Background: an optimization exercise with open tools, aiming at small area and a short achievable clock period. Do not read the settings as production practice.
At most, simulation tests tie the RTL to the original design; equivalence was not proved.

## Dot_product
module Dot_product(in, clk, reset, en, out, sel, done, ready);
  input         clk, reset, en;
  input  [31:0] in;
  output [31:0] out;
  output [3:0]  sel;
  output        done, ready;
  reg  [3:0] cnt;
  reg        ph;
  reg  [2:0] rs, cs;
  wire [3:0] nsel;
  wire       nph;
  wire [2:0] nrs, ncs;
  FSM fsm(.sel(cnt), .ph(ph), .nsel(nsel), .nph(nph), .nrs(nrs), .ncs(ncs));
  always @(posedge clk or posedge reset)
    if (reset) begin
      cnt <= 4'd0;
      ph  <= 1'b0;
      rs  <= 3'b100;
      cs  <= 3'b100;
    end else if (en) begin
      cnt <= nsel;
      ph  <= nph;
      rs  <= nrs;
      cs  <= ncs;
    end
  assign sel   = cnt;
  assign ready = ~ph;
  assign done  = ph;
  reg [8:0][31:0] w;
  integer k;
  always @(posedge clk)
    for (k = 0; k < 9; k = k + 1)
      if (!ph && cnt == k) w[k] <= in;
  wire from_in = ~ph;    
  localparam K = 5;    
  wire [2:0][15:0] an, bn;    
  genvar m;
  generate
    for (m = 0; m < 3; m = m + 1) begin : lane
      wire [15:0] l = ({16{rs[0]}} & w[m][15:0])      | ({16{rs[1]}} & w[3+m][15:0])  | ({16{rs[2]}} & w[6+m][15:0]);
      wire [15:0] h = ({16{cs[0]}} & w[3*m][31:16])   | ({16{cs[1]}} & w[3*m+1][31:16]) | ({16{cs[2]}} & w[3*m+2][31:16]);
      if (m == 2) begin : late
        assign an[m] = ~(from_in ? in[15:0]  : l);
  ...
Size in the first run: about 2,300 cells after synthesis, ~73 I/O pins, ~0.032 mm2 of cells after synthesis.
==> module Adder, before the edit <==
module Adder(a, b, ci, sum);
  parameter N = 32;
  input  [N-1:0] a, b;
  input          ci;
  output [N-1:0] sum;
  localparam L = (N < 2) ? 1 : (N < 4) ? 2 : (N < 8) ? 3 : (N < 16) ? 4 : (N < 32) ? 5 : 6;    
  wire [N:0] g [0:L];
  wire [N:0] p [0:L];
  assign g[0][0] = ci;
  genvar k, i;
  generate
    for (i = 0; i < N; i = i + 1) begin : pg
      HA h(.a(a[i]), .b(b[i]), .s(p[0][i+1]), .co(g[0][i+1]));
    end
    for (k = 0; k < L; k = k + 1) begin : lvl
      for (i = 0; i <= N; i = i + 1) begin : node
        localparam integer J = ((i >> k) << k) - 1;
        if (((i >> k) & 1) == 0) begin : pass
          assign g[k+1][i] = g[k][i];
          if (i > 0) begin : pp
            assign p[k+1][i] = p[k][i];
          end
        end else if (i < (2 << k)) begin : gonly    
          GN n(.gh(g[k][i]), .ph(p[k][i]), .gl(g[k][J]), .g(g[k+1][i]));
        end else begin : full
          GN n(.gh(g[k][i]), .ph(p[k][i]), .gl(g[k][J]), .g(g[k+1][i]));
          AND2 m(.a(p[k][i]), .b(p[k][J]), .y(p[k+1][i]));
        end
      end
    end
    for (i = 0; i < N; i = i + 1) begin : sm
      XOR2 x(.a(p[0][i+1]), .b(g[L][i]), .y(sum[i]));
    end
  endgenerate
endmodule
clock: 27.0 ns
lec_check: 0
cap_margin: 20
core_margin: 2
core_utilization: 65
cts_buf_list: sky130_fd_sc_hd__clkbuf_8
slew_margin: 20
synth_hierarchical: 1
synth_minimum_keep_size: 0
standard.sh (not shown) runs the stock make flow with config.mk's settings and CLKGATE_MAP_FILE= SYNTH_SCRIPT=/design/flow/synth_recipe.tcl, a recipe that flattens the netlist after the stock synthesis.
==> flow/flow/run.sh <==
#!/bin/bash
# Standard ORFS layout, with timing repair aimed below the achieved period
# (repair margin) and fast port buffers.  Each make run logs to its own file
# here; ORFS keeps every tool's log under orfs/logs/.
set -euo pipefail
bash standard.sh finish \
  SETUP_SLACK_MARGIN=18.5 \
  "BUFFER_PORTS_ARGS=-buffer_cell sky130_fd_sc_hd__buf_4" \
  > make_finish.log 2>&1
Change:
--- a/flow/design.v
+++ b/flow/design.v
@@ -2996,7 +2996,7 @@
   input  [N-1:0] a, b;
   input          ci;
   output [N-1:0] sum;
-  localparam L = (N < 2) ? 1 : (N < 4) ? 2 : (N < 8) ? 3 : (N < 16) ? 4 : (N < 32) ? 5 : 6;    
+  localparam L = $clog2(N + 1);
   wire [N:0] g [0:L];
   wire [N:0] p [0:L];
   assign g[0][0] = ci;
@@ -3007,17 +3007,16 @@
     end
     for (k = 0; k < L; k = k + 1) begin : lvl
       for (i = 0; i <= N; i = i + 1) begin : node
-        localparam integer J = ((i >> k) << k) - 1;
-        if (((i >> k) & 1) == 0) begin : pass
+        if (i < (1 << k)) begin : pass
           assign g[k+1][i] = g[k][i];
           if (i > 0) begin : pp
             assign p[k+1][i] = p[k][i];
           end
         end else if (i < (2 << k)) begin : gonly    
-          GN n(.gh(g[k][i]), .ph(p[k][i]), .gl(g[k][J]), .g(g[k+1][i]));
+          GN n(.gh(g[k][i]), .ph(p[k][i]), .gl(g[k][i - (1 << k)]), .g(g[k+1][i]));
         end else begin : full
-          GN n(.gh(g[k][i]), .ph(p[k][i]), .gl(g[k][J]), .g(g[k+1][i]));
-          AND2 m(.a(p[k][i]), .b(p[k][J]), .y(p[k+1][i]));
+          GN n(.gh(g[k][i]), .ph(p[k][i]), .gl(g[k][i - (1 << k)]), .g(g[k+1][i]));
+          AND2 m(.a(p[k][i]), .b(p[k][i - (1 << k)]), .y(p[k+1][i]));
         end
       end
     end
Clock skew fell by 0.0034 ns. Worst setup slack hardly moves. Wire length goes up by 5.9%. Cell count increases by 4.7%. Flip-flop and latch count stays the same. Area after synthesis rises by 1.8%. Clock-buffer cell count increases by 3.
Only the layout flow was run in the second run of this note; the RTL was not checked for function there.

## port drivers added, routing unchanged
Ports are ideal in the flow. The routed layouts listed here were re-timed in OpenROAD. Step 1: set_driving_cell puts a clkbuf_16 on clk and a buf_2 on each other input, an assumption about the parent block. Step 2 times the ports against the registers' clock, not the clock port: input delays grow and output delays shrink by t, the midpoint of the rising clock arrivals with the driver on. a / b / c = ideal / step 1 / step 2; a / b = the first two.
run	t, ns	setup WS [ns]	clock arrival spread, ns	worst register clock-pin slew, ns	worst slew at a driven data input, ns
the first run	0.739	18.540 / 18.543 / 17.804	0.061 / 0.060	0.07 / 0.07	0.09
the second run	0.718	18.541 / 18.568 / 17.850	0.062 / 0.062	0.07 / 0.07	0.07
After both steps every run listed still meets setup and hold. For the first run, which loses most, drivers alone change the setup slack by +0.003 ns; drivers and shift together by -0.736 ns.
